Background: an optimization exercise with open tools, aiming at small area, a short achievable clock period and few clock cycles. Do not read the settings as production practice.
Where RTL was checked, it was by simulation tests only, not by an equivalence proof against the original.
Function not checked in run 3: the RTL went through the layout flow alone.
Power and IR drop assume default switching activity.

[flow/flow/run.sh]
#!/bin/bash
# The standard layout (standard synthesis, floorplan, placement, CTS,
# routing) with two changes to how it is made; the SDC, the synthesis and
# every other step are the standard flow's own:
#  - ORFS's setup repair aims at a shorter period than the constraint's:
#    repair_timing gets a setup margin of flow/margin ns;
#  - the port buffers that buffer_ports inserts on every input and output
#    are sky130_fd_sc_hd__buf_1 (resized later as timing needs).
set -euo pipefail
export SETUP_SLACK_MARGIN=$(cat flow/margin)
export BUFFER_PORTS_ARGS="-buffer_cell sky130_fd_sc_hd__buf_1"
bash standard.sh > flow_standard.log 2>&1
[flow/flow/margin]
8.3
[flow/standard.sh]
#!/bin/bash
# synth_recipe.tcl (not shown) runs the flow's synth.tcl, then flattens the netlist and writes it again
# the make line also repeats each setting of config.mk as NAME=value (left out here)
make -C /OpenROAD-flow-scripts/flow DESIGN_CONFIG=/design/flow/config.mk WORK_HOME=/design/flow/orfs CLKGATE_MAP_FILE= SYNTH_SCRIPT=/design/flow/synth_recipe.tcl "${@:-finish}"
[flow/config.mk]
export PLATFORM = sky130hd
export DESIGN_NAME = top_arrhythmia
export DESIGN_NICKNAME = top_arrhythmia
export VERILOG_FILES = /design/flow/design.v
export SDC_FILE = /design/flow/constraint.sdc
export NUM_CORES = 4
export LEC_CHECK = 0
export ABC_AREA = 1
export CAP_MARGIN = 20
export CORE_MARGIN = 2
export CORE_UTILIZATION = 50
export PLACE_DENSITY = 0.7
export SLEW_MARGIN = 20
[flow/constraint.sdc]
create_clock -name core_clock -period 12.0 [get_ports {clk}]
set_input_delay 2.4000 -clock core_clock [delete_from_list [all_inputs] [get_ports {clk}]]
set_output_delay 2.4000 -clock core_clock [all_outputs]
set_load 0.01 [all_outputs]
[flow/design.v]
module top_arrhythmia #(parameter BITSIZE = 16) (
    input wire  clk,
    input wire  reset,
    input wire  [BITSIZE*10-1:0]   x,
    output wire [BITSIZE*6-1:0]    out_intermediate,
    output wire [BITSIZE*1-1:0] out_zvar,
    output wire [BITSIZE*1-1:0] out_zmean,
    output wire [BITSIZE*1-1:0] out_sampling,
    output wire [BITSIZE*6-1:0]    out_hidden_classifier,
    output wire [BITSIZE*2-1:0]    y,
    output wire done_flag_out
);
    reg [5:0] tr;
    reg       done;
    reg [24:0] osel;
    function [24:0] srcdec(input [5:0] t);
        begin
            srcdec = 25'd0;
            case (t)
                6'd0: srcdec[0] = 1'b1;
                6'd1: srcdec[1] = 1'b1;
                6'd2: srcdec[2] = 1'b1;
                6'd3: srcdec[3] = 1'b1;
                6'd4: srcdec[4] = 1'b1;
                6'd5: srcdec[5] = 1'b1;
                6'd6: srcdec[6] = 1'b1;
                6'd7: srcdec[7] = 1'b1;
                6'd8: srcdec[8] = 1'b1;
                6'd9: srcdec[9] = 1'b1;
                6'd10: srcdec[0] = 1'b1;
                6'd11: srcdec[1] = 1'b1;
                6'd12: srcdec[2] = 1'b1;
                6'd13: srcdec[3] = 1'b1;
                6'd14: srcdec[4] = 1'b1;
                6'd15: srcdec[5] = 1'b1;
                6'd16: srcdec[6] = 1'b1;
                6'd17: srcdec[7] = 1'b1;
                6'd18: srcdec[8] = 1'b1;
                6'd19: srcdec[9] = 1'b1;
                6'd20: srcdec[0] = 1'b1;
                6'd21: srcdec[1] = 1'b1;
                6'd22: srcdec[2] = 1'b1;
                6'd23: srcdec[3] = 1'b1;
                6'd24: srcdec[4] = 1'b1;
                6'd25: srcdec[5] = 1'b1;
                6'd26: srcdec[6] = 1'b1;
                6'd27: srcdec[7] = 1'b1;
                6'd28: srcdec[8] = 1'b1;
                6'd29: srcdec[9] = 1'b1;
                6'd30: srcdec[10] = 1'b1;
                6'd31: srcdec[11] = 1'b1;
                6'd32: srcdec[12] = 1'b1;
                6'd33: srcdec[13] = 1'b1;
                6'd34: srcdec[14] = 1'b1;
                6'd35: srcdec[15] = 1'b1;
                6'd38: srcdec[23] = 1'b1;
                6'd39: srcdec[22] = 1'b1;
                6'd40: srcdec[22] = 1'b1;
                6'd41: srcdec[24] = 1'b1;
                6'd42: srcdec[20] = 1'b1;
                6'd43: srcdec[19] = 1'b1;
                6'd44: srcdec[18] = 1'b1;
                6'd45: srcdec[17] = 1'b1;
                6'd46: srcdec[16] = 1'b1;
                default: ;
            endcase
        end
    endfunction
    reg preload, acc_en, ylast, zwe, h1we0, h1we1, h1we2, h3we0, h3we1, h3we2;
    reg [7:0] bsel;    
    function [7:0] bdec(input [5:0] t);
        begin
            bdec = {t == 6'd43, t == 6'd42, t == 6'd41, t == 6'd40, t == 6'd32, t == 6'd22, t == 6'd12, t == 6'd2};
        end
    endfunction
    function [9:0] ctldec(input [5:0] t);
        begin
            ctldec = {t == 6'd2 | t == 6'd12 | t == 6'd22 | t == 6'd32 | t == 6'd40 | t == 6'd41 | t == 6'd42 | t == 6'd43,
                      (t >= 6'd2) && (t <= 6'd49),
                      t == 6'd49, t == 6'd38,
                      t == 6'd12, t == 6'd22, t == 6'd32,
                      t == 6'd41, t == 6'd42, t == 6'd43};
        end
    endfunction
    always @(posedge clk or posedge reset) begin
        if (reset) begin
            tr   <= 6'd1;
            done <= 1'b0;
            osel <= srcdec(6'd1);
            {preload, acc_en, ylast, zwe, h1we0, h1we1, h1we2, h3we0, h3we1, h3we2} <= ctldec(6'd1);
            bsel <= bdec(6'd1);
        end else if (!done) begin
            tr   <= tr + 6'd1;
            osel <= srcdec(tr + 6'd1);
            {preload, acc_en, ylast, zwe, h1we0, h1we1, h1we2, h3we0, h3we1, h3we2} <= ctldec(tr + 6'd1);
            bsel <= bdec(tr + 6'd1);
            if (tr == 6'd49) done <= 1'b1;
        end
    end
    assign done_flag_out = done;
    reg [14:0] h1_0, h1_1, h1_2, h1_3, h1_4, h1_5;
    reg [14:0] h3_0, h3_1, h3_2, h3_3, h3_4, h3_5;
    reg [15:0] zmean_r, zvar_r;
    reg        zsign_r;
    reg [15:0] accA, accB;
    reg        accfA, accfB;
    wire [15:0] vA, vB;
    wire        sA, sB;
    wire [14:0] mA, mB, rA, rB;
    wire [15:0] opa_n =
        ({16{osel[0]}} & x[0 +: 16]) |
        ({16{osel[1]}} & x[16 +: 16]) |
        ({16{osel[2]}} & x[32 +: 16]) |
        ({16{osel[3]}} & x[48 +: 16]) |
        ({16{osel[4]}} & x[64 +: 16]) |
        ({16{osel[5]}} & x[80 +: 16]) |
        ({16{osel[6]}} & x[96 +: 16]) |
        ({16{osel[7]}} & x[112 +: 16]) |
        ({16{osel[8]}} & x[128 +: 16]) |
        ({16{osel[9]}} & x[144 +: 16]) |
        ({16{osel[10]}} & {1'b0, h1_0}) |
        ({16{osel[11]}} & {1'b0, h1_1}) |
        ({16{osel[12]}} & {1'b0, h1_2}) |
        ({16{osel[13]}} & {1'b0, h1_3}) |
        ({16{osel[14]}} & {1'b0, h1_4}) |
        ({16{osel[15]}} & {1'b0, h1_5}) |
        ({16{osel[16]}} & {1'b0, h3_0}) |
        ({16{osel[17]}} & {1'b0, h3_1}) |
        ({16{osel[18]}} & {1'b0, h3_2}) |
        ({16{osel[19]}} & {1'b0, h3_3}) |
        ({16{osel[20]}} & {1'b0, h3_4}) |
        ({16{osel[21]}} & {1'b0, h3_5}) |
        ({16{osel[22]}} & zmean_r) |
        ({16{osel[23]}} & {sA, mA}) |
        ({16{osel[24]}} & {1'b0, rA});
    reg [21:0] romA_sel;
    always @(*) begin
        case (tr)
            6'd0: romA_sel = 22'h0507b0;
            6'd1: romA_sel = 22'h071c06;
            6'd2: romA_sel = 22'h015780;
            6'd3: romA_sel = 22'h010a08;
            6'd4: romA_sel = 22'h010700;
            6'd5: romA_sel = 22'h050da4;
            6'd6: romA_sel = 22'h02508c;
            6'd7: romA_sel = 22'h041900;
            6'd8: romA_sel = 22'h030426;
            6'd9: romA_sel = 22'h251319;
            6'd10: romA_sel = 22'h021108;
            6'd11: romA_sel = 22'h045980;
            6'd12: romA_sel = 22'h049096;
            6'd13: romA_sel = 22'h021208;
            6'd14: romA_sel = 22'h210600;
            6'd15: romA_sel = 22'h028492;
            6'd16: romA_sel = 22'h059b09;
            6'd17: romA_sel = 22'h08a525;
            6'd18: romA_sel = 22'h2543b8;
            6'd19: romA_sel = 22'h04c7b0;
            6'd20: romA_sel = 22'h004082;
            6'd21: romA_sel = 22'h00c988;
            6'd22: romA_sel = 22'h235584;
            6'd23: romA_sel = 22'h049114;
            6'd24: romA_sel = 22'h200101;
            6'd25: romA_sel = 22'h065c82;
            6'd26: romA_sel = 22'h268d25;
            6'd27: romA_sel = 22'h0aeba8;
            6'd28: romA_sel = 22'h28ad20;
            6'd29: romA_sel = 22'h009b80;
            6'd30: romA_sel = 22'h201004;
            6'd31: romA_sel = 22'h206180;
            6'd32: romA_sel = 22'h0246a0;
            6'd33: romA_sel = 22'h227b88;
            6'd34: romA_sel = 22'h202c01;
            6'd35: romA_sel = 22'h2cbf80;
            6'd38: romA_sel = 22'h2306a0;
            6'd39: romA_sel = 22'h02910d;
            6'd40: romA_sel = 22'h043901;
            6'd41: romA_sel = 22'h282621;
            6'd42: romA_sel = 22'h248c23;
            6'd43: romA_sel = 22'h219780;
            6'd44: romA_sel = 22'h046390;
            6'd45: romA_sel = 22'h0a3610;
            6'd46: romA_sel = 22'h22920b;
            default: romA_sel = 22'h000000;
        endcase
    end
    reg [21:0] romB_sel;
    always @(*) begin
        case (tr)
            6'd0: romB_sel = 22'h041012;
            6'd1: romB_sel = 22'h249496;
            6'd2: romB_sel = 22'h000601;
            6'd3: romB_sel = 22'h025580;
            6'd4: romB_sel = 22'h2a2d21;
            6'd5: romB_sel = 22'h008807;
            6'd6: romB_sel = 22'h01d380;
            6'd7: romB_sel = 22'h22cf80;
            6'd8: romB_sel = 22'h241a02;
            6'd9: romB_sel = 22'h005280;
            6'd10: romB_sel = 22'h02409c;
            6'd11: romB_sel = 22'h211780;
            6'd12: romB_sel = 22'h0440b2;
            6'd13: romB_sel = 22'h20d988;
            6'd14: romB_sel = 22'h015a8a;
            6'd15: romB_sel = 22'h22180a;
            6'd16: romB_sel = 22'h069c07;
            6'd17: romB_sel = 22'h200001;
            6'd18: romB_sel = 22'h22890d;
            6'd19: romB_sel = 22'h02080a;
            6'd20: romB_sel = 22'h218b08;
            6'd21: romB_sel = 22'h0448a4;
            6'd22: romB_sel = 22'h250aa0;
            6'd23: romB_sel = 22'h035584;
            6'd24: romB_sel = 22'h051298;
            6'd25: romB_sel = 22'h20dd80;
            6'd26: romB_sel = 22'h029388;
            6'd27: romB_sel = 22'h240434;
            6'd28: romB_sel = 22'h05529a;
            6'd29: romB_sel = 22'h045e82;
            6'd30: romB_sel = 22'h241cc0;
            6'd31: romB_sel = 22'h2b3711;
            6'd32: romB_sel = 22'h213a09;
            6'd33: romB_sel = 22'h22100a;
            6'd34: romB_sel = 22'h29aba8;
            6'd35: romB_sel = 22'h01408e;
            6'd38: romB_sel = 22'h28f380;
            6'd39: romB_sel = 22'h0ab780;
            6'd40: romB_sel = 22'h2aa0be;
            6'd41: romB_sel = 22'h05cba0;
            6'd42: romB_sel = 22'h01cb88;
            6'd43: romB_sel = 22'h22001a;
            6'd44: romB_sel = 22'h22822b;
            6'd45: romB_sel = 22'h231600;
            6'd46: romB_sel = 22'h028721;
            default: romB_sel = 22'h000000;
        endcase
    end
    reg [15:0] opa;
    reg [21:0] romA, romB;
    always @(posedge clk) begin
        opa  <= reset ? x[15:0] : opa_n;
        romA <= reset ? 22'h0507b0 : romA_sel;
        romB <= reset ? 22'h041012 : romB_sel;
    end
    wire [29:11] svA_n, cvA_n, svB_n, cvB_n;
    wire        clA_n, clB_n;
    booth_pp ppA (.m(opa[14:0]), .r(romA[20:0]), .sv(svA_n), .cv(cvA_n), .cl(clA_n));
    booth_pp ppB (.m(opa[14:0]), .r(romB[20:0]), .sv(svB_n), .cv(cvB_n), .cl(clB_n));
    reg [29:11] svA, cvA, svB, cvB;
    reg         clA, clB;
    reg        sgA2, sgB2;
    always @(posedge clk) begin
        svA <= svA_n; cvA <= cvA_n; clA <= clA_n;
        svB <= svB_n; cvB <= cvB_n; clB <= clB_n;
        sgA2 <= opa[15] ^ romA[21];
        sgB2 <= opa[15] ^ romB[21];
    end
    wire [15:0] qA_n, qB_n;
    booth_fin finA (.sv(svA), .cv(cvA), .cl(clA), .sg(sgA2), .q(qA_n));
    booth_fin finB (.sv(svB), .cv(cvB), .cl(clB), .sg(sgB2), .q(qB_n));
    reg [15:0] qA, qB;
    reg        qcA, qcB;
    always @(posedge clk) begin
        qA <= qA_n;
        qB <= qB_n;
        qcA <= sgA2;
        qcB <= sgB2;
    end
    wire [15:0] biasA = ({16{bsel[0]}} & 16'h05e4) |
        ({16{bsel[1]}} & 16'hff75) |
        ({16{bsel[2]}} & 16'hffb8) |
        ({16{bsel[3]}} & 16'hffbb) |
        ({16{bsel[4]}} & 16'h014c) |
        ({16{bsel[5]}} & 16'hfe27) |
        ({16{bsel[6]}} & 16'h0511) |
        ({16{bsel[7]}} & 16'h04f3);
    wire biasA_s = bsel[1] | bsel[2] | bsel[3] | bsel[5];
    wire [15:0] biasB = ({16{bsel[0]}} & 16'hff89) |
        ({16{bsel[1]}} & 16'hfec6) |
        ({16{bsel[2]}} & 16'hfdf5) |
        ({16{bsel[3]}} & 16'he6b6) |
        ({16{bsel[4]}} & 16'h0205) |
        ({16{bsel[5]}} & 16'h03b6) |
        ({16{bsel[6]}} & 16'h019d) |
        ({16{bsel[7]}} & 16'hfb0d);
    wire biasB_s = bsel[0] | bsel[1] | bsel[2] | bsel[3] | bsel[7];
    sat_acc accuA (.acc(accA), .accf(accfA), .q(qA), .qc(qcA), .v(vA), .s(sA), .mag(mA), .relu(rA));
    sat_acc accuB (.acc(accB), .accf(accfB), .q(qB), .qc(qcB), .v(vB), .s(sB), .mag(mB), .relu(rB));
    always @(posedge clk) begin
        if (reset) begin
            accA <= 16'h0000; accB <= 16'h0000; accfA <= 1'b0; accfB <= 1'b0;
            zmean_r <= 16'h0000; zvar_r <= 16'h0000; zsign_r <= 1'b0;
            h1_0 <= 15'd0; h1_1 <= 15'd0; h1_2 <= 15'd0; h1_3 <= 15'd0; h1_4 <= 15'd0; h1_5 <= 15'd0;
            h3_0 <= 15'd0; h3_1 <= 15'd0; h3_2 <= 15'd0; h3_3 <= 15'd0; h3_4 <= 15'd0; h3_5 <= 15'd0;
        end else begin
            if (acc_en) begin
                accA  <= preload ? biasA : ylast ? {sA, mA} : vA;
                accB  <= preload ? biasB : ylast ? {sB, mB} : vB;
                accfA <= preload ? biasA_s : sA;
                accfB <= preload ? biasB_s : sB;
            end
            if (h1we0) begin h1_0 <= rA; h1_1 <= rB; end
            if (h1we1) begin h1_2 <= rA; h1_3 <= rB; end
            if (h1we2) begin h1_4 <= rA; h1_5 <= rB; end
            if (zwe) begin
                zmean_r <= {sA, mA};
                zsign_r <= vA[15];
                zvar_r  <= {sB, mB};
            end
            if (h3we0) begin h3_5 <= rA; h3_4 <= rB; end
            if (h3we1) begin h3_3 <= rA; h3_2 <= rB; end
            if (h3we2) begin h3_1 <= rA; h3_0 <= rB; end
        end
    end
    assign out_intermediate = {1'b0, h1_5, 1'b0, h1_4, 1'b0, h1_3, 1'b0, h1_2, 1'b0, h1_1, 1'b0, h1_0};
    assign out_hidden_classifier = {1'b0, h3_5, 1'b0, h3_4, 1'b0, h3_3, 1'b0, h3_2, 1'b0, h3_1, 1'b0, h3_0};
    assign out_zmean = zmean_r;
    assign out_zvar = zvar_r;
    assign out_sampling = {zsign_r, zmean_r[14:0]};
    assign y = {accA, accB};
endmodule
module booth_pp (
    input  wire [14:0] m,
    input  wire [20:0] r,
    output wire [29:11] sv,
    output wire [29:11] cv,
    output wire        cl
);
    wire [6:0] ng  = r[20:14];
    wire [6:0] one = r[13:7];
    wire [6:0] two = r[6:0];
    wire [16:0] x0 = (({17{one[0]}} & {2'b00, m}) | ({17{two[0]}} & {1'b0, m, 1'b0})) ^ {17{ng[0]}};
    wire [16:0] x1 = (({17{one[1]}} & {2'b00, m}) | ({17{two[1]}} & {1'b0, m, 1'b0})) ^ {17{ng[1]}};
    wire [16:0] x2 = (({17{one[2]}} & {2'b00, m}) | ({17{two[2]}} & {1'b0, m, 1'b0})) ^ {17{ng[2]}};
    wire [16:0] x3 = (({17{one[3]}} & {2'b00, m}) | ({17{two[3]}} & {1'b0, m, 1'b0})) ^ {17{ng[3]}};
    wire [16:0] x4 = (({17{one[4]}} & {2'b00, m}) | ({17{two[4]}} & {1'b0, m, 1'b0})) ^ {17{ng[4]}};
    wire [16:0] x5 = (({17{one[5]}} & {2'b00, m}) | ({17{two[5]}} & {1'b0, m, 1'b0})) ^ {17{ng[5]}};
    wire [15:0] x6 = ({16{one[6]}} & {1'b0, m}) | ({16{two[6]}} & {m, 1'b0});
    wire w1 = x0[10] ^ x1[8];
    wire w2 = x0[10] & x1[8];
    wire w3 = x0[11] ^ x1[9];
    wire w4 = x0[11] & x1[9];
    wire w5 = x0[12] ^ x1[10] ^ x2[8];
    wire w6 = (x0[12] & x1[10]) | (x0[12] & x2[8]) | (x1[10] & x2[8]);
    wire w7 = x0[13] ^ x1[11] ^ x2[9];
    wire w8 = (x0[13] & x1[11]) | (x0[13] & x2[9]) | (x1[11] & x2[9]);
    wire w9 = x0[14] ^ x1[12] ^ x2[10];
    wire w10 = (x0[14] & x1[12]) | (x0[14] & x2[10]) | (x1[12] & x2[10]);
    wire w11 = x0[15] ^ x1[13] ^ x2[11];
    wire w12 = (x0[15] & x1[13]) | (x0[15] & x2[11]) | (x1[13] & x2[11]);
    wire w13 = ~x0[16] ^ x1[14] ^ x2[12];
    wire w14 = (~x0[16] & x1[14]) | (~x0[16] & x2[12]) | (x1[14] & x2[12]);
    wire w15 = x3[10] ^ x4[8];
    wire w16 = x3[10] & x4[8];
    wire w17 = x1[15] ^ x2[13] ^ x3[11];
    wire w18 = (x1[15] & x2[13]) | (x1[15] & x3[11]) | (x2[13] & x3[11]);
    wire w19 = x4[9] ^ x5[7];
    wire w20 = x4[9] & x5[7];
    wire w21 = ~x1[16] ^ x2[14] ^ x3[12];
    wire w22 = (~x1[16] & x2[14]) | (~x1[16] & x3[12]) | (x2[14] & x3[12]);
    wire w23 = x2[15] ^ x3[13];
    wire w24 = x2[15] & x3[13];
    wire w25 = x0[6] ^ x1[4];
    wire w26 = x0[6] & x1[4];
    wire w27 = x0[7] ^ x1[5];
    wire w28 = x0[7] & x1[5];
    wire w29 = x0[8] ^ x1[6] ^ x2[4];
    wire w30 = (x0[8] & x1[6]) | (x0[8] & x2[4]) | (x1[6] & x2[4]);
    wire w31 = x3[2] ^ x4[0];
    wire w32 = x3[2] & x4[0];
    wire w33 = x0[9] ^ x1[7] ^ x2[5];
    wire w34 = (x0[9] & x1[7]) | (x0[9] & x2[5]) | (x1[7] & x2[5]);
    wire w35 = x3[3] ^ x4[1];
    wire w36 = x3[3] & x4[1];
    wire w37 = w1 ^ x2[6] ^ x3[4];
    wire w38 = (w1 & x2[6]) | (w1 & x3[4]) | (x2[6] & x3[4]);
    wire w39 = x4[2] ^ x5[0] ^ ng[5];
    wire w40 = (x4[2] & x5[0]) | (x4[2] & ng[5]) | (x5[0] & ng[5]);
    wire w41 = w2 ^ w3 ^ x2[7];
    wire w42 = (w2 & w3) | (w2 & x2[7]) | (w3 & x2[7]);
    wire w43 = x3[5] ^ x4[3] ^ x5[1];
    wire w44 = (x3[5] & x4[3]) | (x3[5] & x5[1]) | (x4[3] & x5[1]);
    wire w45 = w4 ^ w5 ^ x3[6];
    wire w46 = (w4 & w5) | (w4 & x3[6]) | (w5 & x3[6]);
    wire w47 = x4[4] ^ x5[2] ^ x6[0];
    wire w48 = (x4[4] & x5[2]) | (x4[4] & x6[0]) | (x5[2] & x6[0]);
    wire w49 = w6 ^ w7 ^ x3[7];
    wire w50 = (w6 & w7) | (w6 & x3[7]) | (w7 & x3[7]);
    wire w51 = x4[5] ^ x5[3] ^ x6[1];
    wire w52 = (x4[5] & x5[3]) | (x4[5] & x6[1]) | (x5[3] & x6[1]);
    wire w53 = w8 ^ w9 ^ x3[8];
    wire w54 = (w8 & w9) | (w8 & x3[8]) | (w9 & x3[8]);
    wire w55 = x4[6] ^ x5[4] ^ x6[2];
    wire w56 = (x4[6] & x5[4]) | (x4[6] & x6[2]) | (x5[4] & x6[2]);
    wire w57 = w10 ^ w11 ^ x3[9];
    wire w58 = (w10 & w11) | (w10 & x3[9]) | (w11 & x3[9]);
    wire w59 = x4[7] ^ x5[5] ^ x6[3];
    wire w60 = (x4[7] & x5[5]) | (x4[7] & x6[3]) | (x5[5] & x6[3]);
    wire w61 = w12 ^ w13 ^ w15;
    wire w62 = (w12 & w13) | (w12 & w15) | (w13 & w15);
    wire w63 = x5[6] ^ x6[4] ^ 1'b1;
    wire w64 = (x5[6] & x6[4]) | (x5[6] & 1'b1) | (x6[4] & 1'b1);
    wire w65 = w14 ^ w16 ^ w17;
    wire w66 = (w14 & w16) | (w14 & w17) | (w16 & w17);
    wire w67 = w19 ^ x6[5] ^ 1'b1;
    wire w68 = (w19 & x6[5]) | (w19 & 1'b1) | (x6[5] & 1'b1);
    wire w69 = w18 ^ w20 ^ w21;
    wire w70 = (w18 & w20) | (w18 & w21) | (w20 & w21);
    wire w71 = x4[10] ^ x5[8] ^ x6[6];
    wire w72 = (x4[10] & x5[8]) | (x4[10] & x6[6]) | (x5[8] & x6[6]);
    wire w73 = w22 ^ w23 ^ x4[11];
    wire w74 = (w22 & w23) | (w22 & x4[11]) | (w23 & x4[11]);
    wire w75 = x5[9] ^ x6[7] ^ 1'b1;
    wire w76 = (x5[9] & x6[7]) | (x5[9] & 1'b1) | (x6[7] & 1'b1);
    wire w77 = w24 ^ ~x2[16] ^ x3[14];
    wire w78 = (w24 & ~x2[16]) | (w24 & x3[14]) | (~x2[16] & x3[14]);
    wire w79 = x4[12] ^ x5[10] ^ x6[8];
    wire w80 = (x4[12] & x5[10]) | (x4[12] & x6[8]) | (x5[10] & x6[8]);
    wire w81 = x3[15] ^ x4[13] ^ x5[11];
    wire w82 = (x3[15] & x4[13]) | (x3[15] & x5[11]) | (x4[13] & x5[11]);
    wire w83 = x6[9] ^ 1'b1;
    wire w84 = x6[9] & 1'b1;
    wire w85 = ~x3[16] ^ x4[14] ^ x5[12];
    wire w86 = (~x3[16] & x4[14]) | (~x3[16] & x5[12]) | (x4[14] & x5[12]);
    wire w87 = x4[15] ^ x5[13];
    wire w88 = x4[15] & x5[13];
    wire w89 = x0[4] ^ x1[2];
    wire w90 = x0[4] & x1[2];
    wire w91 = x0[5] ^ x1[3];
    wire w92 = x0[5] & x1[3];
    wire w93 = w25 ^ x2[2] ^ x3[0];
    wire w94 = (w25 & x2[2]) | (w25 & x3[0]) | (x2[2] & x3[0]);
    wire w95 = w26 ^ w27 ^ x2[3];
    wire w96 = (w26 & w27) | (w26 & x2[3]) | (w27 & x2[3]);
    wire w97 = w28 ^ w29 ^ w31;
    wire w98 = (w28 & w29) | (w28 & w31) | (w29 & w31);
    wire w99 = w30 ^ w32 ^ w33;
    wire w100 = (w30 & w32) | (w30 & w33) | (w32 & w33);
    wire w101 = w34 ^ w36 ^ w37;
    wire w102 = (w34 & w36) | (w34 & w37) | (w36 & w37);
    wire w103 = w38 ^ w40 ^ w41;
    wire w104 = (w38 & w40) | (w38 & w41) | (w40 & w41);
    wire w105 = w42 ^ w44 ^ w45;
    wire w106 = (w42 & w44) | (w42 & w45) | (w44 & w45);
    wire w107 = w46 ^ w48 ^ w49;
    wire w108 = (w46 & w48) | (w46 & w49) | (w48 & w49);
    wire w109 = w50 ^ w52 ^ w53;
    wire w110 = (w50 & w52) | (w50 & w53) | (w52 & w53);
    wire w111 = w54 ^ w56 ^ w57;
    wire w112 = (w54 & w56) | (w54 & w57) | (w56 & w57);
    wire w113 = w58 ^ w60 ^ w61;
    wire w114 = (w58 & w60) | (w58 & w61) | (w60 & w61);
    wire w115 = w62 ^ w64 ^ w65;
    wire w116 = (w62 & w64) | (w62 & w65) | (w64 & w65);
    wire w117 = w66 ^ w68 ^ w69;
    wire w118 = (w66 & w68) | (w66 & w69) | (w68 & w69);
    wire w119 = w70 ^ w72 ^ w73;
    wire w120 = (w70 & w72) | (w70 & w73) | (w72 & w73);
    wire w121 = w74 ^ w76 ^ w77;
    wire w122 = (w74 & w76) | (w74 & w77) | (w76 & w77);
    wire w123 = w78 ^ w80 ^ w81;
    wire w124 = (w78 & w80) | (w78 & w81) | (w80 & w81);
    wire w125 = w82 ^ w84 ^ w85;
    wire w126 = (w82 & w84) | (w82 & w85) | (w84 & w85);
    wire w127 = w86 ^ w87 ^ x6[11];
    wire w128 = (w86 & w87) | (w86 & x6[11]) | (w87 & x6[11]);
    wire w129 = w88 ^ ~x4[16] ^ x5[14];
    wire w130 = (w88 & ~x4[16]) | (w88 & x5[14]) | (~x4[16] & x5[14]);
    wire w131 = x5[15] ^ x6[13];
    wire w132 = x5[15] & x6[13];
    wire w133 = x0[2] ^ x1[0];
    wire w134 = x0[2] & x1[0];
    wire w135 = x0[3] ^ x1[1];
    wire w136 = x0[3] & x1[1];
    wire w137 = w89 ^ x2[0] ^ ng[2];
    wire w138 = (w89 & x2[0]) | (w89 & ng[2]) | (x2[0] & ng[2]);
    wire w139 = w90 ^ w91 ^ x2[1];
    wire w140 = (w90 & w91) | (w90 & x2[1]) | (w91 & x2[1]);
    wire w141 = w92 ^ w93 ^ ng[3];
    wire w142 = (w92 & w93) | (w92 & ng[3]) | (w93 & ng[3]);
    wire w143 = w94 ^ w95 ^ x3[1];
    wire w144 = (w94 & w95) | (w94 & x3[1]) | (w95 & x3[1]);
    wire w145 = w96 ^ w97 ^ ng[4];
    wire w146 = (w96 & w97) | (w96 & ng[4]) | (w97 & ng[4]);
    wire w147 = w98 ^ w99 ^ w35;
    wire w148 = (w98 & w99) | (w98 & w35) | (w99 & w35);
    wire w149 = w100 ^ w101 ^ w39;
    wire w150 = (w100 & w101) | (w100 & w39) | (w101 & w39);
    wire w151 = w102 ^ w103 ^ w43;
    wire w152 = (w102 & w103) | (w102 & w43) | (w103 & w43);
    wire w153 = w104 ^ w105 ^ w47;
    wire w154 = (w104 & w105) | (w104 & w47) | (w105 & w47);
    wire w155 = w106 ^ w107 ^ w51;
    wire w156 = (w106 & w107) | (w106 & w51) | (w107 & w51);
    wire w157 = w108 ^ w109 ^ w55;
    wire w158 = (w108 & w109) | (w108 & w55) | (w109 & w55);
    wire w159 = w110 ^ w111 ^ w59;
    wire w160 = (w110 & w111) | (w110 & w59) | (w111 & w59);
    wire w161 = w112 ^ w113 ^ w63;
    wire w162 = (w112 & w113) | (w112 & w63) | (w113 & w63);
    wire w163 = w114 ^ w115 ^ w67;
    wire w164 = (w114 & w115) | (w114 & w67) | (w115 & w67);
    wire w165 = w116 ^ w117 ^ w71;
    wire w166 = (w116 & w117) | (w116 & w71) | (w117 & w71);
    wire w167 = w118 ^ w119 ^ w75;
    wire w168 = (w118 & w119) | (w118 & w75) | (w119 & w75);
    wire w169 = w120 ^ w121 ^ w79;
    wire w170 = (w120 & w121) | (w120 & w79) | (w121 & w79);
    wire w171 = w122 ^ w123 ^ w83;
    wire w172 = (w122 & w123) | (w122 & w83) | (w123 & w83);
    wire w173 = w124 ^ w125 ^ x6[10];
    wire w174 = (w124 & w125) | (w124 & x6[10]) | (w125 & x6[10]);
    wire w175 = w126 ^ w127 ^ 1'b1;
    wire w176 = (w126 & w127) | (w126 & 1'b1) | (w127 & 1'b1);
    wire w177 = w128 ^ w129 ^ x6[12];
    wire w178 = (w128 & w129) | (w128 & x6[12]) | (w129 & x6[12]);
    wire w179 = w130 ^ w131 ^ 1'b1;
    wire w180 = (w130 & w131) | (w130 & 1'b1) | (w131 & 1'b1);
    wire w181 = w132 ^ ~x5[16] ^ x6[14];
    wire w182 = (w132 & ~x5[16]) | (w132 & x6[14]) | (~x5[16] & x6[14]);
    wire w183 = x6[15] ^ 1'b1;
    wire w184 = x6[15] & 1'b1;
    wire [10:0] sl, cvl;
    assign sl[0] = x0[0];
    assign cvl[0] = ng[0];
    assign sl[1] = x0[1];
    assign cvl[1] = 1'b0;
    assign sl[2] = w133;
    assign cvl[2] = ng[1];
    assign sl[3] = w134;
    assign cvl[3] = w135;
    assign sl[4] = w136;
    assign cvl[4] = w137;
    assign sl[5] = w138;
    assign cvl[5] = w139;
    assign sl[6] = w140;
    assign cvl[6] = w141;
    assign sl[7] = w142;
    assign cvl[7] = w143;
    assign sl[8] = w144;
    assign cvl[8] = w145;
    assign sl[9] = w146;
    assign cvl[9] = w147;
    assign sl[10] = w148;
    assign cvl[10] = w149;
    assign sv[11] = w150;
    assign cv[11] = w151;
    assign sv[12] = w152;
    assign cv[12] = w153;
    assign sv[13] = w154;
    assign cv[13] = w155;
    assign sv[14] = w156;
    assign cv[14] = w157;
    assign sv[15] = w158;
    assign cv[15] = w159;
    assign sv[16] = w160;
    assign cv[16] = w161;
    assign sv[17] = w162;
    assign cv[17] = w163;
    assign sv[18] = w164;
    assign cv[18] = w165;
    assign sv[19] = w166;
    assign cv[19] = w167;
    assign sv[20] = w168;
    assign cv[20] = w169;
    assign sv[21] = w170;
    assign cv[21] = w171;
    assign sv[22] = w172;
    assign cv[22] = w173;
    assign sv[23] = w174;
    assign cv[23] = w175;
    assign sv[24] = w176;
    assign cv[24] = w177;
    assign sv[25] = w178;
    assign cv[25] = w179;
    assign sv[26] = w180;
    assign cv[26] = w181;
    assign sv[27] = w182;
    assign cv[27] = w183;
    assign sv[28] = w184;
    assign cv[28] = 1'b1;
    assign sv[29] = 1'b1;
    assign cv[29] = 1'b0;
    wire [10:0] g0 = sl & cvl;
    wire [10:0] p0 = sl | cvl;
    wire [10:0] g1, p1;
    assign g1[0] = g0[0];
    assign p1[0] = p0[0];
    assign g1[1] = g0[1] | (p0[1] & g0[0]);
    assign p1[1] = p0[1] & p0[0];
    assign g1[2] = g0[2] | (p0[2] & g0[1]);
    assign p1[2] = p0[2] & p0[1];
    assign g1[3] = g0[3] | (p0[3] & g0[2]);
    assign p1[3] = p0[3] & p0[2];
    assign g1[4] = g0[4] | (p0[4] & g0[3]);
    assign p1[4] = p0[4] & p0[3];
    assign g1[5] = g0[5] | (p0[5] & g0[4]);
    assign p1[5] = p0[5] & p0[4];
    assign g1[6] = g0[6] | (p0[6] & g0[5]);
    assign p1[6] = p0[6] & p0[5];
    assign g1[7] = g0[7] | (p0[7] & g0[6]);
    assign p1[7] = p0[7] & p0[6];
    assign g1[8] = g0[8] | (p0[8] & g0[7]);
    assign p1[8] = p0[8] & p0[7];
    assign g1[9] = g0[9] | (p0[9] & g0[8]);
    assign p1[9] = p0[9] & p0[8];
    assign g1[10] = g0[10] | (p0[10] & g0[9]);
    assign p1[10] = p0[10] & p0[9];
    wire [10:0] g2, p2;
    assign g2[0] = g1[0];
    assign p2[0] = p1[0];
    assign g2[1] = g1[1];
    assign p2[1] = p1[1];
    assign g2[2] = g1[2] | (p1[2] & g1[0]);
    assign p2[2] = p1[2] & p1[0];
    assign g2[3] = g1[3] | (p1[3] & g1[1]);
    assign p2[3] = p1[3] & p1[1];
    assign g2[4] = g1[4] | (p1[4] & g1[2]);
    assign p2[4] = p1[4] & p1[2];
    assign g2[5] = g1[5] | (p1[5] & g1[3]);
    assign p2[5] = p1[5] & p1[3];
    assign g2[6] = g1[6] | (p1[6] & g1[4]);
    assign p2[6] = p1[6] & p1[4];
    assign g2[7] = g1[7] | (p1[7] & g1[5]);
    assign p2[7] = p1[7] & p1[5];
    assign g2[8] = g1[8] | (p1[8] & g1[6]);
    assign p2[8] = p1[8] & p1[6];
    assign g2[9] = g1[9] | (p1[9] & g1[7]);
    assign p2[9] = p1[9] & p1[7];
    assign g2[10] = g1[10] | (p1[10] & g1[8]);
    assign p2[10] = p1[10] & p1[8];
    wire [10:0] g3, p3;
    assign g3[0] = g2[0];
    assign p3[0] = p2[0];
    assign g3[1] = g2[1];
    assign p3[1] = p2[1];
    assign g3[2] = g2[2];
    assign p3[2] = p2[2];
    assign g3[3] = g2[3];
    assign p3[3] = p2[3];
    assign g3[4] = g2[4] | (p2[4] & g2[0]);
    assign p3[4] = p2[4] & p2[0];
    assign g3[5] = g2[5] | (p2[5] & g2[1]);
    assign p3[5] = p2[5] & p2[1];
    assign g3[6] = g2[6] | (p2[6] & g2[2]);
    assign p3[6] = p2[6] & p2[2];
    assign g3[7] = g2[7] | (p2[7] & g2[3]);
    assign p3[7] = p2[7] & p2[3];
    assign g3[8] = g2[8] | (p2[8] & g2[4]);
    assign p3[8] = p2[8] & p2[4];
    assign g3[9] = g2[9] | (p2[9] & g2[5]);
    assign p3[9] = p2[9] & p2[5];
    assign g3[10] = g2[10] | (p2[10] & g2[6]);
    assign p3[10] = p2[10] & p2[6];
    wire [10:0] g4, p4;
    assign g4[0] = g3[0];
    assign p4[0] = p3[0];
    assign g4[1] = g3[1];
    assign p4[1] = p3[1];
    assign g4[2] = g3[2];
    assign p4[2] = p3[2];
    assign g4[3] = g3[3];
    assign p4[3] = p3[3];
    assign g4[4] = g3[4];
    assign p4[4] = p3[4];
    assign g4[5] = g3[5];
    assign p4[5] = p3[5];
    assign g4[6] = g3[6];
    assign p4[6] = p3[6];
    assign g4[7] = g3[7];
    assign p4[7] = p3[7];
    assign g4[8] = g3[8] | (p3[8] & g3[0]);
    assign p4[8] = p3[8] & p3[0];
    assign g4[9] = g3[9] | (p3[9] & g3[1]);
    assign p4[9] = p3[9] & p3[1];
    assign g4[10] = g3[10] | (p3[10] & g3[2]);
    assign p4[10] = p3[10] & p3[2];
    assign cl = g4[10];
endmodule
module booth_fin (
    input  wire [29:11] sv,
    input  wire [29:11] cv,
    input  wire        cl,
    input  wire        sg,
    output wire [15:0] q
);
    wire [29:11] p = sv + cv + {18'd0, cl};
    wire [15:0] qs = (|p[29:26]) ? 16'h7fff : {1'b0, p[25:11]};
    assign q = qs ^ {16{sg}};
endmodule
module sat_acc (
    input  wire [15:0] acc,
    input  wire        accf,
    input  wire [15:0] q,
    input  wire        qc,
    output wire [15:0] v,
    output wire        s,
    output wire [14:0] mag,
    output wire [14:0] relu
);
    wire [16:0] a17 = {acc[15], acc};
    wire [16:0] b17 = {q[15], q};
    wire [16:0] sum = a17 + b17 + {16'd0, qc};
    wire [16:0] nsum = ~a17 + ~b17 + {16'd0, ~qc} + 17'd1;
    wire [16:0] ax = a17 ^ b17;
    wire [16:0] ao = {a17[15:0] | b17[15:0], 1'b0};
    wire zero  = qc ? (&ax) : (ax == ao);
    wire zlow  = qc ? (&ax[14:0]) : (ax[14:0] == ao[14:0]);
    wire pos_ovf = ~sum[16] & sum[15];
    wire neg_ovf = sum[16] & (~sum[15] | zlow);
    assign v = pos_ovf ? 16'h7fff : neg_ovf ? 16'h8001 : sum[15:0];
    assign s = zero ? accf : sum[16];
    wire big = sum[16] ? nsum[15] : sum[15];
    assign mag  = big ? 15'h7fff : sum[16] ? nsum[14:0] : sum[14:0];
    assign relu = sum[16] ? 15'd0 : sum[15] ? 15'h7fff : sum[14:0];
endmodule
==> results.rst, run 1 <==
.. list-table::
   :header-rows: 1

   * - Metric
     - Value
   * - Post-route minimum period
     - 3.72 ns
   * - Sum of internal, switching and leakage power
     - 8.83 mW
   * - Slowest-stage cell, CP
     - dfxtp_1
   * - Total power per unit cell area
     - 230 mW/mm²
   * - Number of antenna-violating nets in the routed design
     - 0
   * - Total leakage power
     - 18.1 nW
   * - First-pass GRT wire length
     - 214000 µm
   * - Post-synthesis cell area
     - 0.0343 mm²
   * - Largest net degree at the start of global routing
     - 81
   * - Clock input transition at the sequential cells of the worst setup and hold paths
     - 0.07 ns
   * - Cell chosen for the clock root
     - clkbuf_16
   * - Top delay family on crit path
     - flip-flops
   * - Number of clock buffers inserted by TritonCTS
     - 50
   * - Average via count per standard cell
     - 6.02
   * - Die Area
     - 0.0707 mm²
   * - Combined buffer and inverter count along the critical path
     - 1
   * - Rel. slew slack
     - 21.4%
   * - Final estimated routing congestion in global placement
     - 1.07
   * - Initial standard-cell utilization of the core
     - 50.3%
   * - Outcome
     - complete, no violations
   * - Die extent in y
     - 266 µm
   * - Count of port buffers added during placement
     - 422
   * - Initial drt markers
     - 5439
   * - Yosys synthesis warning count
     - 1
   * - Worst min-delay path category
     - flop to flop
   * - Top cells by area, synth
     - dfxtp_1, nand2_1, fa_1
   * - Count of cell types in the netlist
     - 70
   * - Critical path launch point type
     - flop
   * - Max Freq
     - 269 MHz
   * - Total Negative Setup Slacks
     - 0 ns
   * - CTS tree
     - yes
   * - Per-cell routed wire length
     - 24.5 µm
   * - Total placed instance area
     - 0.0360 mm²
   * - Remaining global-route overflow
     - 0
   * - Top_reg_cell synth
     - dfxtp_1
   * - Number of enable flip-flop cells after synthesis
     - 0
   * - Least-Margin Pin Slew
     - 1.17 ns
   * - Unrepaired setup endpoints after global routing
     - no
   * - Worst IR Drop VDD
     - 0.000212 V
   * - Detailed Place HPWL
     - 110000 µm
   * - Setup crit start
     - h3_1[11]
   * - Core ar.
     - 0.0682 mm²
   * - Type of destination of the critical path
     - primary output
   * - Maximum Capacitance Violations
     - 0
   * - Vias in the first global route
     - 33000
   * - Total Wirelength
     - 147000 µm
   * - Cell breakdown of the critical path
     - buf_1
   * - Final Skew
     - 0.0872 ns
   * - Fraction of registers with async set/reset
     - 9.53%
   * - Flop and latch count out of synthesis
     - 451
   * - Number of iterations in the first detailed-routing pass
     - 8
   * - Share of the clock period used by the worst path
     - 31.0%
   * - Maximum single-stage delay on the critical path
     - 0.41 ns
   * - Worst-Skew Late Latency
     - 0.65 ns
   * - Final Slew Violations
     - 0
   * - Share of Yosys cell area claimed by the top area cell type
     - 23.8%
   * - Beginning of the worst register-to-register path
     - romB[14]
   * - Final core area utilization
     - 56.3%
   * - Clock Path Buffers
     - 3
   * - Sequential fraction of the synthesis area
     - 27.0%
   * - H-tree depth
     - 2
   * - Final Hold Fails
     - 0
   * - Required time of the worst setup path
     - 9.60 ns
   * - Setup Crit Path Kind
     - flop to primary output
   * - Number of sinks on the clock net
     - 451
   * - Launch instance of the worst min-delay path
     - zvar_r[11]
   * - Largest area contributor in the synthesized netlist
     - dfxtp_1
   * - Post-detailed-route DRC marker count
     - 0
   * - Setup Viol. Count Final
     - 0
   * - Post-layout nets
     - 5553
   * - Number of antenna violations at the first check in global routing
     - 16
   * - Crit-path max FO
     - 3
   * - Total number of vias
     - 36100
   * - Total instance count after detailed placement
     - 5866
   * - Gr usage total
     - 40.1%
   * - Worst EP arrival
     - 1.32 ns
   * - Top-level I/O count
     - 435
   * - Post-route standard cell area excluding fillers
     - 0.0384 mm²
   * - Horizontal die dimension
     - 266 µm
   * - Finished Layout Cells
     - 5999
   * - Signed area change from the synthesized netlist to the final layout
     - 12.1%
   * - Number of standard cells after synthesis
     - 4812
   * - Core Rows
     - 96
   * - Synthesized area per cell
     - 7.13 µm²
   * - Fraction of final layout cells with drive strength greater than 1
     - 6.97%
[metrics by stage]
stage	hold slack, ns	setup WS, ns
2_1_floorplan	0.329	8.46
3_3_place_gp	0.463	6.29
3_5_place_dp	0.468	6.20
4_1_cts	0.481	8.19
5_1_grt	0.491	8.30
6_report	0.476	8.28
[report_power, final]
group          internal [mW]  switching [mW]
logic                   1.48            3.86
registers               1.68           0.165
clock network          0.962           0.684
total                   4.12            4.71
[kinds of logic (layout without fill, tap and decap cells)]
| logic type | count (synthesis) | in the layout | synth area share [%] |
|---|---|---|---|
| and+or+nand+nor | 1651 | 1651 | 20.7 |
| AOI/OAI and AO/OA | 1172 | 1172 | 19.6 |
| buffers and inverters | 949 | 1233 | 11.0 |
| DFF | 451 | 451 | 27.0 |
| adders and majority gates | 328 | 328 | 15.0 |
| xor gates and xnor gates | 257 | 257 | 6.62 |
| muxes | 3 | 3 | 0.0949 |
| other | 1 | 22 | 0.0109 |
[repair_timing]
action                     CTS  global route
hold buffers                 0             0
setup buffers                5            19
gates resized for setup     73            59
hold endpoints to repair     0             0
pin swaps                    0             2
setup endpoints to repair  264            55
gates cloned                 2             4
[worst reg2reg max path: cells and delay by family (launching register included)]
family | cells | cell delay (ns)
fa+ha+maj | 4 | 2.03
buf+inv | 4 | 0.60
flops | 1 | 0.58
xor+xnor | 1 | 0.29
[synthesized netlist by cell type, types with 6 or more instances]
| master | number |
|---|---|
| nand4_1 | 77 |
| o21ai_1 | 21 |
| clkbuf_1 | 227 |
| o221ai_1 | 6 |
| nand3_1 | 216 |
| buf_2 | 12 |
| nand2_2 | 32 |
| xnor2_1 | 24 |
| ha_1 | 184 |
| o21bai_1 | 9 |
| nor2_2 | 12 |
| xor2_1 | 232 |
| o2111ai_1 | 6 |
| o31ai_1 | 6 |
| inv_2 | 6 |
| and2_1 | 6 |
| buf_1 | 29 |
| clkinv_1 | 26 |
| dfrtp_1 | 41 |
| a211oi_1 | 12 |
| a41oi_1 | 8 |
| a31oi_1 | 23 |
| o21ai_0 | 383 |
| a221oi_1 | 17 |
| a21oi_2 | 6 |
| o22ai_1 | 192 |
| buf_4 | 34 |
| nor4_1 | 11 |
| a21oi_1 | 381 |
| nand2_1 | 970 |
| o211ai_1 | 17 |
| o32ai_1 | 6 |
| nor3_1 | 41 |
| inv_1 | 605 |
| a21o_1 | 8 |
| nor2_1 | 246 |
| dfxtp_1 | 408 |
| a32o_1 | 8 |
| nand3b_1 | 10 |
| fa_1 | 140 |
| a22o_1 | 37 |
| nand2_4 | 14 |
[path summary, 6_finish.rpt]
path | slack (ns) | to | depth (start not counted)
setup / recovery | 8.28 | out_hidden_classifier[27] | 1
hold / removal | 0.48 | zvar_r[11] | 2
setup reg to reg | 8.37 | cvB[2] | 9
hold reg to reg | 0.48 | zvar_r[11] | 2
max in group asynchronous | 9.28 | osel[19] | 5
min in group asynchronous | 2.05 | osel[4] | 3
[state kept, by name, indices dropped and copies added (netlist names), 17 cells and up]
name  flops
osel     24
cvB      17
romB     21
svB      18
svA      17
romA     20
[final cells by class]
type / instances / area (µm²)
Inverter: 639 / 2490
Multi-Input combinational cell: 3423 / 21400
Antenna cell: 10 / 25.0
Timing Repair inverter: 4 / 30.0
Tap cell: 882 / 1100
Clock buffer: 70 / 1460
Sequential cell: 451 / 9320
Clock inverter: 22 / 308
Fill cell: 6687 / 29800
Timing Repair Buffer: 498 / 2340
[layout by cell type, fill, tap and decap left out, types with 9 or more instances in the layout]
cell type,Yosys,final
a211oi_1,12,12
nand2_4,14,17
buf_4,34,68
buf_1,29,398
dfxtp_1,408,367
ha_1,184,184
clkinvlp_4,0,10
nor4_1,11,11
a221oi_1,17,17
buf_2,12,12
xnor2_1,24,24
dfxtp_2,0,38
nor2_2,12,10
xor2_1,232,232
diode_2,0,10
a31oi_1,23,23
clkinv_2,0,14
nand4_1,77,77
a22o_1,37,37
nor2_1,246,246
dfrtp_1,41,35
o21ai_0,383,381
nand2_1,970,965
nand3_1,216,216
clkinv_1,26,18
inv_1,605,596
fa_1,140,140
o22ai_1,192,190
o21ai_1,21,23
a21oi_1,381,381
nor3_1,41,41
o21bai_1,9,9
conb_1,1,12
clkbuf_8,0,13
o211ai_1,17,17
clkbuf_16,0,51
nand3b_1,10,10
nand2_2,32,34
[routing by layer]
layer | GRT usage, % | part of all wire (%)
met1 | 52.3 | 39
met3 | 11.1 | 12
met5 | 0 | 0.019
met4 | 22.7 | 6.8
met2 | 59.9 | 42
Testbench counts, summed over its fixed seeds: cycles 60,000.
==> run 2, diff against run 1 <==
--- a/flow/flow/run.sh
+++ b/flow/flow/run.sh
@@ -6,7 +6,7 @@
 #    repair_timing gets a setup margin of flow/margin ns;
 #  - the port buffers that buffer_ports inserts on every input and output
-#    are sky130_fd_sc_hd__buf_1 (resized later as timing needs).
+#    are sky130_fd_sc_hd__buf_2 (resized later as timing needs).
 set -euo pipefail
 export SETUP_SLACK_MARGIN=$(cat flow/margin)
-export BUFFER_PORTS_ARGS="-buffer_cell sky130_fd_sc_hd__buf_1"
+export BUFFER_PORTS_ARGS="-buffer_cell sky130_fd_sc_hd__buf_2"
 bash standard.sh > flow_standard.log 2>&1
==> run 2 against run 1 <==
Effect of this change: still clean on timing, DRC and antenna; register-to-register slack got worse by 0.03 ns; sequential power about the same; sequential share of layout area is 0.21 points lower; worst hold slack better by 0.0062 ns; non-clock buffer count down 7; cell count shrank 0.18%; via count is essentially flat; total power decreased by 0.79%; critical path type unchanged; largest power group unchanged.
==> results.rst, run 2 <==
.. list-table::
   :header-rows: 1

   * - Metric
     - Value
   * - Most frequent standard cell in the layout excluding fill and tap cells
     - nand2_1
   * - Combined buffer and inverter count along the critical path
     - 1
   * - Synthesized-area fraction occupied by xor and xnor cells
     - 6.62%
   * - Leading post-synthesis cells by instance count
     - nand2_1, inv_1, dfxtp_1
   * - First-pass GRT wire length
     - 216000 µm
   * - Max Freq
     - 269 MHz
   * - Beginning of the worst register-to-register path
     - romB[14]
   * - Sequential fraction of the synthesis area
     - 27.0%
   * - Average via count per standard cell
     - 6.04
   * - GR met2 Demand/Resource
     - 61.9%
   * - Largest net degree at the start of global routing
     - 84
   * - Busiest metal layer after global routing
     - met2
   * - Cell breakdown of the critical path
     - buf_2
   * - Combinational family with the most area after synthesis
     - simple AND/OR/NAND/NOR gates
   * - Met3 layer usage reported by global route
     - 10.0%
   * - Final Slew Violations
     - 0
   * - Die Area
     - 0.0707 mm²
   * - Share of Yosys cell area claimed by the top area cell type
     - 23.8%
   * - Setup Viol. Count Final
     - 0
   * - Yosys synthesis warning count
     - 1
   * - Post-route minimum period
     - 3.72 ns
   * - Largest area contributor in the synthesized netlist
     - dfxtp_1
   * - Slowest-stage cell, CP
     - dfxtp_1
   * - Share of the synthesized area in compound gates (AO/OA/AOI/OAI)
     - 19.6%
   * - Number of antenna violations at the first check in global routing
     - 11
   * - Registers with the most flip-flops
     - osel x24, romB x21, romA x20
   * - Initial standard-cell utilization of the core
     - 50.3%
   * - Gr usage total
     - 40.8%
   * - Fraction of registers with async set/reset
     - 9.53%
   * - CTS tree
     - yes
   * - Type of destination of the critical path
     - primary output
   * - Largest register by flop count
     - osel
   * - Total leakage power
     - 19.5 nW
   * - Hold-fix buffer count after cts
     - 0
   * - Per-cell routed wire length
     - 25.0 µm
   * - Core Rows
     - 96
   * - Horizontal die dimension
     - 266 µm
   * - Vias in the first global route
     - 32900
   * - Total power per unit cell area
     - 226 mW/mm²
   * - Remaining global-route overflow
     - 0
   * - Final Hold Fails
     - 0
   * - Signed area change from the synthesized netlist to the final layout
     - 13.1%
   * - Arithmetic-cell share of the synthesized area counting full adders, half adders and majority gates
     - 15.0%
   * - Worst IR Drop VDD
     - 0.000175 V
   * - Rel. slew slack
     - 18.7%
   * - Required time of the worst setup path
     - 9.60 ns
   * - Post-detailed-route DRC marker count
     - 0
   * - Die extent in y
     - 266 µm
   * - Clock input transition at the sequential cells of the worst setup and hold paths
     - 0.06 ns
   * - Setup Crit Path Kind
     - flop to primary output
   * - Total number of vias
     - 36200
   * - Count of port buffers added during placement
     - 422
   * - Number of antenna-violating nets in the routed design
     - 0
   * - Top cells by area, synth
     - dfxtp_1, nand2_1, fa_1
   * - Flop and latch count out of synthesis
     - 451
   * - Worst EP arrival
     - 1.32 ns
   * - Met1 Resource Use GR
     - 53.2%
   * - Number of clock buffers inserted by TritonCTS
     - 51
   * - Final estimated routing congestion in global placement
     - 1.06
   * - Most frequent cells in the layout
     - nand2_1, inv_1, buf_2, o21ai_0, a21oi_1
   * - Synthesized area per cell
     - 7.13 µm²
   * - Launch instance of the worst min-delay path
     - zvar_r[13]
   * - Number of cells on the worst reg-to-reg path
     - 9
   * - H-tree depth
     - 2
   * - Number of flip-flops in the largest register
     - 24
   * - Total Wirelength
     - 149000 µm
   * - Worst-Skew Late Latency
     - 0.65 ns
   * - Maximum Capacitance Violations
     - 0
   * - Cell chosen for the clock root
     - clkbuf_16
   * - Most frequent cell after synthesis
     - nand2_1
   * - Portion of netlist area occupied by mux cells
     - 0.0949%
   * - Number of stages on the worst setup path
     - 1
   * - Outcome
     - complete, no violations
   * - Setup crit start
     - h3_1[12]
   * - Critical path launch point type
     - flop
   * - Post-synthesis cell area
     - 0.0343 mm²
   * - Final core area utilization
     - 56.9%
   * - Maximum single-stage delay on the critical path
     - 0.48 ns
   * - Number of enable flip-flop cells after synthesis
     - 0
   * - Count of cell types in the netlist
     - 70
   * - Number of sinks on the clock net
     - 451
   * - Number of iterations in the first detailed-routing pass
     - 6
   * - Fraction of final layout cells with drive strength greater than 1
     - 14.5%
   * - Initial drt markers
     - 4891
   * - Post-layout nets
     - 5545
   * - Top-level I/O count
     - 435
   * - Total Negative Setup Slacks
     - 0 ns
   * - Unrepaired setup endpoints after global routing
     - yes
   * - Share of the clock period used by the worst path
     - 31.0%
   * - Core ar.
     - 0.0682 mm²
   * - Detailed Place HPWL
     - 113000 µm
   * - Number of standard cells after synthesis
     - 4812
   * - Top_reg_cell synth
     - dfxtp_1
   * - Least-Margin Pin Slew
     - 1.19 ns
   * - Final Skew
     - 0.0473 ns
   * - Top delay family on crit path
     - flip-flops
   * - Simple-Gate Fraction of Synth Area
     - 20.7%
   * - Hold Path Depth
     - 2
   * - Worst min-delay path category
     - flop to flop
   * - Clock Path Buffers
     - 3
   * - Crit-path max FO
     - 3
run 2: kinds of logic (layout without fill, tap and decap cells):
logic type / count (synthesis) / in the layout
compound gates: 1172 / 1172
xor+xnor: 257 / 257
fa+ha+maj: 328 / 328
buf+inv: 949 / 1223
flops: 451 / 451
mux: 3 / 3
other cells: 1 / 21
simple gates: 1651 / 1651
run 2: metal layers:
| metal | wire length (µm) | vias up |
|---|---|---|
| li1 | - | 16400 |
| met1 | 58500 | 17000 |
| met2 | 63700 | 2338 |
| met3 | 17100 | 482 |
| met4 | 10000 | 6 |
| met5 | 45 | - |
run 2: cell type report:
type	instances	area, µm²
Sequential cell	451	9320
Multi-Input combinational cell	3423	21300
Inverter	639	2470
Antenna cell	9	22.5
Tap cell	882	1100
Clock buffer	67	1390
Timing Repair inverter	2	17.5
Fill cell	6637	29400
Timing Repair Buffer	491	2830
Clock inverter	24	294
run 2: worst paths after layout:
kind	endpoint	slack, ns
worst min-delay path	zvar_r[13]	0.48
worst min register to register	zvar_r[13]	0.48
min in group asynchronous	osel[18]	2.13
worst max-delay path	out_hidden_classifier[28]	8.28
worst max register to register	cvB[2]	8.34
max in group asynchronous	bsel[2]	9.47
run 2: per-stage QoR:
stage               setup WS, ns  hold slack [ns]  area (µm²)  cells  power, mW
floorplan                   8.46            0.329       34300   4823       5.26
detailed placement          6.30            0.471       36500   5864       6.97
finish                      8.28            0.482       38800   5988       8.76
CTS                         8.28            0.484       38500   5965       8.56
global placement            6.32            0.461       36500   5864       6.94
global route                8.28            0.518       38800   5983       9.25
run 2: what timing repair did:
item | CTS | global route
pin swaps | 1 | 1
buffers inserted | 7 | 11
cloned | 3 | 3
setup endpoints to repair | 248 | 56
gates resized for setup | 60 | 50
run 2: where the power goes:
group          internal, mW  switching (mW)  leakage, nW
Sequential             1.68           0.161         3.92
Combinational          1.50            3.84         14.7
Clock                 0.891           0.695        0.817
==> run 3, diff against run 2 <==
--- a/flow/design.v
+++ b/flow/design.v
@@ -13,5 +13,5 @@
     reg [5:0] tr;
     reg       done;
-    reg [24:0] osel;
+    wire [24:0] osel = srcdec(tr);
     function [24:0] srcdec(input [5:0] t);
         begin
@@ -67,6 +67,6 @@
         end
     endfunction
-    reg preload, acc_en, ylast, zwe, h1we0, h1we1, h1we2, h3we0, h3we1, h3we2;
-    reg [7:0] bsel;    
+    wire preload, acc_en, ylast, zwe, h1we0, h1we1, h1we2, h3we0, h3we1, h3we2;
+    wire [7:0] bsel;    
     function [7:0] bdec(input [5:0] t);
         begin
@@ -87,16 +87,12 @@
             tr   <= 6'd1;
             done <= 1'b0;
-            osel <= srcdec(6'd1);
-            {preload, acc_en, ylast, zwe, h1we0, h1we1, h1we2, h3we0, h3we1, h3we2} <= ctldec(6'd1);
-            bsel <= bdec(6'd1);
         end else if (!done) begin
             tr   <= tr + 6'd1;
-            osel <= srcdec(tr + 6'd1);
-            {preload, acc_en, ylast, zwe, h1we0, h1we1, h1we2, h3we0, h3we1, h3we2} <= ctldec(tr + 6'd1);
-            bsel <= bdec(tr + 6'd1);
             if (tr == 6'd49) done <= 1'b1;
         end
     end
     assign done_flag_out = done;
+    assign {preload, acc_en, ylast, zwe, h1we0, h1we1, h1we2, h3we0, h3we1, h3we2} = ctldec(tr);
+    assign bsel = bdec(tr);
     reg [14:0] h1_0, h1_1, h1_2, h1_3, h1_4, h1_5;
     reg [14:0] h3_0, h3_1, h3_2, h3_3, h3_4, h3_5;
==> run 3 against run 2 <==
Effect of this change: worst hold slack got worse by 0.056 ns; design area down 1.7%; total power is 2.6% higher; flip-flop and latch count shrank 36; non-clock buffer count shrank 6; first-iteration DRC count up 5.1%; critical endpoint is now zmean_r[11].
==> results.rst, run 3 <==
.. list-table::
   :header-rows: 1

   * - Metric
     - Value
   * - Required time of the worst setup path
     - 12.51 ns
   * - Final Skew
     - 0.0607 ns
   * - Type of destination of the critical path
     - flop
   * - Sw Pwr
     - 4.90 mW
   * - Combinational family with the most area after synthesis
     - simple AND/OR/NAND/NOR gates
   * - Setup crit start
     - reset
   * - Per-cell routed wire length
     - 24.3 µm
   * - Least-Margin Pin Slew
     - 1.22 ns
   * - Number of iterations in the first detailed-routing pass
     - 8
   * - Worst-case setup margin in the final layout
     - 8.26 ns
   * - Core ar.
     - 0.0670 mm²
   * - Signed area change from the synthesized netlist to the final layout
     - 12.8%
   * - Total Negative Setup Slacks
     - 0 ns
   * - Crit Reg-Reg Endpoint
     - opa[5]
   * - Largest register by flop count
     - romB
   * - Post-route minimum period
     - 3.74 ns
   * - Largest area contributor in the synthesized netlist
     - dfxtp_1
   * - Number of clock buffers inserted by TritonCTS
     - 46
   * - Synthesized-area fraction occupied by xor and xnor cells
     - 6.60%
   * - Clock input transition at the sequential cells of the worst setup and hold paths
     - 0.06 ns
   * - Average via count per standard cell
     - 5.99
   * - Gr usage total
     - 40.7%
   * - Combined area of the multi-input logic cells
     - 0.0217 mm²
   * - Leading post-synthesis cells by instance count
     - nand2_1, inv_1, dfxtp_1
   * - Number of standard cells after synthesis
     - 4915
   * - Remaining global-route overflow
     - 0
   * - Largest net degree at the start of global routing
     - 96
   * - CTS tree
     - yes
   * - Post-synthesis cell area
     - 0.0338 mm²
   * - Most frequent cells in the layout
     - nand2_1, inv_1, buf_2, dfxtp_1, o21ai_0
   * - Total power per unit cell area
     - 236 mW/mm²
   * - Share of Yosys cell area claimed by the top area cell type
     - 24.2%
   * - Final estimated routing congestion in global placement
     - 1.05
   * - Maximum Capacitance Violations
     - 0
   * - Share of the synthesized area in compound gates (AO/OA/AOI/OAI)
     - 17.0%
   * - Fraction of registers with async set/reset
     - 1.69%
   * - Number of flip-flops in the largest register
     - 21
   * - Sequential fraction of the synthesis area
     - 24.7%
   * - Termination of the worst setup path
     - zmean_r[11]
   * - Outcome
     - complete, no violations
   * - Unrepaired setup endpoints after global routing
     - yes
   * - Count of port buffers added during placement
     - 422
   * - Number of antenna-violating nets in the routed design
     - 0
   * - Most frequent cell after synthesis
     - nand2_1
   * - Power share of the sequential group
     - 19.8%
   * - H-tree depth
     - 2
   * - Top-level I/O count
     - 435
   * - Logic gate share of total power
     - 63.9%
   * - Clock Path Buffers
     - 3
   * - Worst min-delay path category
     - flop to flop
   * - Final Hold Fails
     - 0
   * - Rel. slew slack
     - 18.4%
   * - Share of the clock period used by the worst path
     - 31.1%
   * - Most frequent standard cell in the layout excluding fill and tap cells
     - nand2_1
   * - Sw frac
     - 54.5%
   * - Initial standard-cell utilization of the core
     - 50.4%
   * - Worst EP arrival
     - 4.25 ns
   * - Number of enable flip-flop cells after synthesis
     - 0
   * - Top cells by area, synth
     - dfxtp_1, nand2_1, fa_1
   * - Worst IR Drop VDD
     - 0.000168 V
   * - Core Rows
     - 95
   * - Initial drt markers
     - 5142
   * - Max Freq
     - 268 MHz
   * - Simple-Gate Fraction of Synth Area
     - 24.9%
   * - Portion of netlist area occupied by mux cells
     - 0.0666%
   * - Register Area
     - 0.00842 mm²
   * - Total number of vias
     - 36600
   * - Flop and latch count out of synthesis
     - 415
   * - Filler Cell Count
     - 6633
   * - Setup Crit Path Kind
     - primary input to flop
   * - Fraction of final layout cells with drive strength greater than 1
     - 15.0%
   * - Total leakage power
     - 19.3 nW
   * - Count of cell types in the netlist
     - 68
   * - Die Area
     - 0.0697 mm²
   * - Number of sinks on the clock net
     - 415
   * - Total Wirelength
     - 148000 µm
   * - Vias in the first global route
     - 33200
   * - Arithmetic-cell share of the synthesized area counting full adders, half adders and majority gates
     - 15.1%
   * - Number of antenna violations at the first check in global routing
     - 18
   * - Post-detailed-route DRC marker count
     - 0
   * - Registers with the most flip-flops
     - romB x21, romA x20, svB x18
   * - Number of cells on the worst reg-to-reg path
     - 15
   * - Pre-CTS worst setup slack
     - 6.69 ns
   * - Post-layout nets
     - 5672
   * - Final Slew Violations
     - 0
   * - Detailed Place HPWL
     - 115000 µm
   * - Horizontal die dimension
     - 264 µm
   * - Setup Viol. Count Final
     - 0
   * - Yosys synthesis warning count
     - 1
   * - Part of the total power dissipated in the clock network
     - 16.3%
   * - Cell chosen for the clock root
     - clkbuf_16
   * - Worst-Skew Late Latency
     - 0.64 ns
   * - Internal Power
     - 4.09 mW
   * - Top_reg_cell synth
     - dfxtp_1
   * - Reg-to-reg setup timing slack
     - 8.30 ns
   * - First-pass GRT wire length
     - 214000 µm
   * - Die extent in y
     - 264 µm
   * - Beginning of the worst register-to-register path
     - tr[0]
   * - Critical path launch point type
     - primary input
   * - Synthesized area per cell
     - 6.88 µm²
   * - Crit-path max FO
     - 67
run 3: cell count changes in the layout (fill, tap and decap cells not counted), sizes merged, moves of 35 or more:
cell and change:
a21oi -63, a22o -35, dfrtp -35, inv +51
nand2 +197, nand3 +52
run 3: worst min path at each step:
stage               startpoint      to  slack [ns]  depth (start not counted)
finish                romA[21]    sgA2        0.43                          1
global route          romA[21]    sgA2        0.44                          1
CTS                   romA[21]    sgA2        0.43                          1
detailed placement    romA[21]    sgA2        0.42                          1
global placement      romA[21]    sgA2        0.42                          1
floorplan                 sgA2  qA[15]        0.33                          0
run 3: per-layer routing:
layer	wire (µm)	track usage (%)	up-vias
li1	-	-	16500
met1	58100	54.5	17000
met2	61300	59.4	2520
met3	18100	9.25	517
met4	10900	24.8	8
met5	60	0	-
run 3: power by group through the flow:
stage	sequential [mW]	combinational (mW)	clock, mW
after global placement	1.79	5.42	0
final	1.78	5.75	1.47
after detailed placement	1.79	5.43	0
after global routing	1.79	6.23	1.52
after CTS	1.77	5.51	1.47
after floorplan	1.70	3.79	0
run 3: critical path, stage by stage:
cell and delay (ns):
clkbuf_4 0.24, buf_8 0.32, nor2_1 0.63, buf_4 0.30
inv_1 0.15, o22ai_1 0.18
run 3: cell families after synthesis:
logic type      count (synthesis)
compound gates               1025
xor+xnor                      253
fa+ha+maj                     325
buf+inv                       965
flops                         415
mux                             2
other cells                     1
simple gates                 1929
run 3: layout make-up:
| class | count | area share (%) |
|---|---|---|
| diodes | 15 | 0.0984 |
| clock buffers | 57 | 3.31 |
| clock inverters | 24 | 0.764 |
| inverters | 692 | 7.09 |
| multi-input cells | 3546 | 56.8 |
| flip-flops and latches | 415 | 22.1 |
| well taps | 873 | 2.86 |
| repair buffers | 485 | 6.98 |
| repair inverters | 3 | 0.0394 |
run 3: timing repair:
item,CTS,global route
hold buffers,0,0
setup endpoints to repair,232,78
setup buffers,17,13
pin swaps,1,0
resized for setup,64,48
gates cloned,0,4
run 3: through the flow:
| step | hold slack (ns) | util (%) | instances | area (µm²) | power, mW |
|---|---|---|---|---|---|
| after floorplan | 0.329 | - | 4926 | 33900 | 5.49 |
| after global placement | 0.416 | 53.7 | 5980 | 36000 | 7.21 |
| after detailed placement | 0.418 | 53.7 | 5980 | 36000 | 7.22 |
| after CTS | 0.426 | 56.4 | 6078 | 37800 | 8.75 |
| after global routing | 0.436 | 56.9 | 6108 | 38100 | 9.54 |
| final | 0.426 | 56.9 | 6110 | 38100 | 8.99 |

==> separate check: timing with driven ports <==
No port has a modelled driver above. Below, the same layouts with a new extraction and two added sets of constraints. Step 1, drivers: a clkbuf_16 drives clk and a buf_2 each remaining input, both assumed. Step 2, shift: input delay + t, output delay - t, t = (earliest + latest rising clock arrival at the registers) / 2. This alone moves slack from input paths to output paths. Slacks: ideal ports / drivers / drivers and shift; pairs: ideal ports / drivers.
run	shift t [ns]	setup slack, ns	clock arrival spread, ns
run 1	0.675	8.284 / 8.219 / 7.695	0.087 / 0.087
run 2	0.693	8.276 / 8.210 / 7.656	0.048 / 0.048
run 3	0.671	8.263 / 8.221 / 7.624	0.065 / 0.065
After both steps every run listed still meets setup and hold. The setup slack of run 3, which loses most, moves by -0.042 ns with the drivers and by -0.639 ns with both steps.
